Context: an optimization exercise on an open-source flow, tuned for small area, a short achievable clock period and few clock cycles per item. The choices shown serve that exercise and are no tape-out recipe.
In this exercise RTL edits were held to simulation tests only and were not proved equivalent to the original.

Setup of R:
## MDC
module MDC(
    clk, rst_n, in_valid, in_data, in_mode,
    out_valid, out_data
);
input clk, rst_n, in_valid;
input [8:0] in_mode;
input [14:0] in_data;
output out_valid;
output [206:0] out_data;
reg [3:0] cnt;           
reg       last;          
reg       ov;            
reg [1:0] md;            
wire [3:0] msyn;
assign msyn[0] = in_mode[8] ^ in_mode[6] ^ in_mode[4] ^ in_mode[2] ^ in_mode[0];
assign msyn[1] = in_mode[7] ^ in_mode[6] ^ in_mode[3] ^ in_mode[2];
assign msyn[2] = in_mode[5] ^ in_mode[4] ^ in_mode[3] ^ in_mode[2];
assign msyn[3] = in_mode[1] ^ in_mode[0];
wire m_d4 = in_mode[6] ^ (msyn == 4'd3);
wire m_d1 = in_mode[2] ^ (msyn == 4'd7);
always @(posedge clk or negedge rst_n) begin
    if (!rst_n) begin
        cnt  <= 4'd0;
        last <= 1'b0;
        ov   <= 1'b0;
    end else begin
        cnt  <= in_valid ? cnt + 4'd1 : 4'd0;
        last <= in_valid && (cnt == 4'd15);
        ov   <= last;
    end
end
always @(posedge clk) begin
    if (in_valid && cnt == 4'd0) md <= m_d4 ? 2'd2 : (m_d1 ? 2'd1 : 2'd0);
end
wire [14:0] cw = in_data;
reg  [3:0]  syn;
reg  [14:0] fixd;
integer p;
always @(*) begin
    syn = 4'd0;
    for (p = 1; p <= 15; p = p + 1)
        if (cw[15 - p]) syn = syn ^ p[3:0];
    fixd = cw;
    for (p = 1; p <= 15; p = p + 1)
        if (syn == p[3:0]) fixd[15 - p] = ~cw[15 - p];
end
wire [10:0] dec = {fixd[12], fixd[10:8], fixd[6:0]};
wire [15:0] kh = 16'd1 << cnt;
wire m2 = (md == 2'd0), m3 = (md == 2'd1), m4 = (md == 2'd2);
reg c0;
reg c1;
reg c2;
reg c3;
reg c4;
reg c5;
reg c6;
reg c7;
reg c8;
reg c9;
reg c10;
reg c11;
reg c12;
reg c13;
reg c14;
reg c15;
reg c16;
reg c17;
reg c18;
reg c19;
reg c20;
reg c21;
reg c22;
reg c23;
reg c24;
reg c25;
reg c26;
reg c27;
reg c28;
reg c29;
reg c30;
reg c31;
reg c32;
reg c33;
reg c34;
reg c35;
reg c36;
reg c37;
reg c38;
reg c39;
reg c40;
reg c41;
reg c42;
reg c43;
reg c44;
reg c45;
reg c46;
  ...
==> flow/config.mk <==
export PLATFORM = sky130hd
export DESIGN_NAME = MDC
export DESIGN_NICKNAME = MDC
export VERILOG_FILES = /design/flow/design.v
export SDC_FILE = /design/flow/constraint.sdc
export NUM_CORES = 4
export LEC_CHECK = 0
export CAP_MARGIN = 20
export CORE_MARGIN = 2
export CORE_UTILIZATION = 55
export PLACE_DENSITY = 0.72
export SLEW_MARGIN = 20
==> flow/constraint.sdc <==
create_clock -name core_clock -period 22.0 [get_ports {clk}]
set_input_delay 4.4000 -clock core_clock [delete_from_list [all_inputs] [get_ports {clk}]]
set_output_delay 4.4000 -clock core_clock [all_outputs]
set_load 0.01 [all_outputs]
standard.sh (not shown) runs the stock make flow with config.mk's settings and CLKGATE_MAP_FILE= SYNTH_SCRIPT=/design/flow/synth_recipe.tcl, a recipe that flattens the netlist after the stock synthesis.
==> flow/flow/run.sh <==
#!/bin/bash
# The standard ORFS layout (the standard.sh) with three changes to how it is
# made; the SDC and the clock period are unchanged:
#  - repair_timing is asked to leave 15.5 ns of setup slack at the 22 ns clock,
#    so it works on every path longer than 6.5 ns;
#  - the port buffers that buffer_ports inserts are buf_4 cells instead of the
#    delay cells it picks by default;
#  - the resizer may swap a cell for one with a different footprint.
set -euo pipefail
bash standard.sh SETUP_SLACK_MARGIN=15.5 MATCH_CELL_FOOTPRINT=0 \
  "BUFFER_PORTS_ARGS=-buffer_cell sky130_fd_sc_hd__buf_4" finish > orfs_flow.log 2>&1
R: full flow OK, the timing, design-rule and antenna checks passed
Testbench counts of R, summed over its fixed seeds: cycles 9,216, items 512.
Relative to R, the following input files were edited for S:
==> flow/flow/run.sh <==
#!/bin/bash
# The standard ORFS layout (the standard.sh) with three changes to how it is
# made; the SDC and the clock period are unchanged:
#  - repair_timing is asked to leave 15.75 ns of setup slack at the 22 ns clock,
#    so it works on every path longer than 6.25 ns;
#  - the port buffers that buffer_ports inserts are buf_2 cells instead of the
#    delay cells it picks by default;
#  - the resizer may swap a cell for one with a different footprint.
set -euo pipefail
bash standard.sh SETUP_SLACK_MARGIN=15.75 MATCH_CELL_FOOTPRINT=0 \
  "BUFFER_PORTS_ARGS=-buffer_cell sky130_fd_sc_hd__buf_2" finish > orfs_flow.log 2>&1
==> notes.md <==
S ends up with a post-CTS resize count that is 42 higher than in R.
Diff R -> S: non-filler instance count after layout +30; utilization climbed 1.0 points; via-per-instance ratio has increased; final routed wirelength across all metal layers +1.8%.
S finished end to end and its layout was clean on timing, DRC and antenna.

========
P:
Starting RTL as in the previous note.
clock: 22.0 ns
lec_check: 0
cap_margin: 20
core_margin: 2
core_utilization: 55
cts_cluster_diameter: 60
cts_cluster_size: 30
place_density: 0.72
slew_margin: 20
==> flow/flow/run.sh <==
#!/bin/bash
# The standard ORFS layout (the standard.sh) with three changes to how it is
# made; the SDC and the clock period are unchanged:
#  - repair_timing is asked to leave 15.5 ns of setup slack at the 22 ns clock,
#    so it works on every path longer than 6.5 ns;
#  - the port buffers that buffer_ports inserts are buf_2 cells instead of the
#    delay cells it picks by default;
#  - the resizer may swap a cell for one with a different footprint.
set -euo pipefail
bash standard.sh SETUP_SLACK_MARGIN=15.5 MATCH_CELL_FOOTPRINT=0 \
  "BUFFER_PORTS_ARGS=-buffer_cell sky130_fd_sc_hd__buf_2" finish > orfs_flow.log 2>&1
P completed end to end with timing, DRC and antenna clean.
Testbench counts of P, summed over its fixed seeds: cycles 9,216, items 512.
The inputs of Q differ from those of P as listed below.
# P
export LEC_CHECK = 0
export CAP_MARGIN = 20
export CORE_MARGIN = 2
export CORE_UTILIZATION = 55
export CTS_CLUSTER_DIAMETER = 60
export CTS_CLUSTER_SIZE = 30
export PLACE_DENSITY = 0.72
export SLEW_MARGIN = 20
create_clock -name core_clock -period 22.0 [get_ports {clk}]
# Q
export LEC_CHECK = 0
export ABC_AREA = 1
export CAP_MARGIN = 20
export CORE_MARGIN = 2
export CORE_UTILIZATION = 55
export PLACE_DENSITY = 0.72
export SLEW_MARGIN = 20
create_clock -name core_clock -period 22.0 [get_ports {clk}]
Notes after the runs:
Clock latency on the worst-skew pair in Q is 0.02 ns above P. Any difference in number of ordinary and repair buffers in the finished layout between Q and P is small enough to ignore. Termination of the worst setup path: l2_y[15]$_DFF_P_ -> Q, out_reg[196]$_DFFE_PP_ -> P. | register area | P vs Q | ≈ equal |. | register fraction of the total cell area | lower: Q |. On combined area of the multi-input logic cells: between P and Q, it ends up higher for P. In Q relative to P, final cell area excluding filler cells had gone up by a few percent.

-- afterwards: timing with drivers on the ports --
The flow's constraints put no driver on any port. The routed layouts listed below were extracted and timed again, unchanged, in two steps.
Step 1 assumes that a clkbuf_16 drives the clock port and a buf_2 every other input.
Step 2, shift: input delay + t, output delay - t, t = (earliest + latest rising clock arrival at the registers) / 2. This alone moves slack from input paths to output paths.
Slacks: no drivers / after step 1 / after step 2; pairs: no drivers / after step 1.
run | t (ns) | slack for setup (ns) | worst data-port slew with drivers (ns)
R | 0.724 | 15.334 / 15.334 / 14.888 | 0.04
S | 0.724 | 15.614 / 15.536 / 15.154 | 0.08
P | 0.764 | 15.456 / 15.406 / 14.915 | 0.07
Q | 0.777 | 15.268 / 15.268 / 14.729 | 0.08
After both steps setup and hold are still met in every run listed. For P, which loses most, drivers alone change the setup slack by -0.050 ns; drivers and shift together by -0.541 ns.
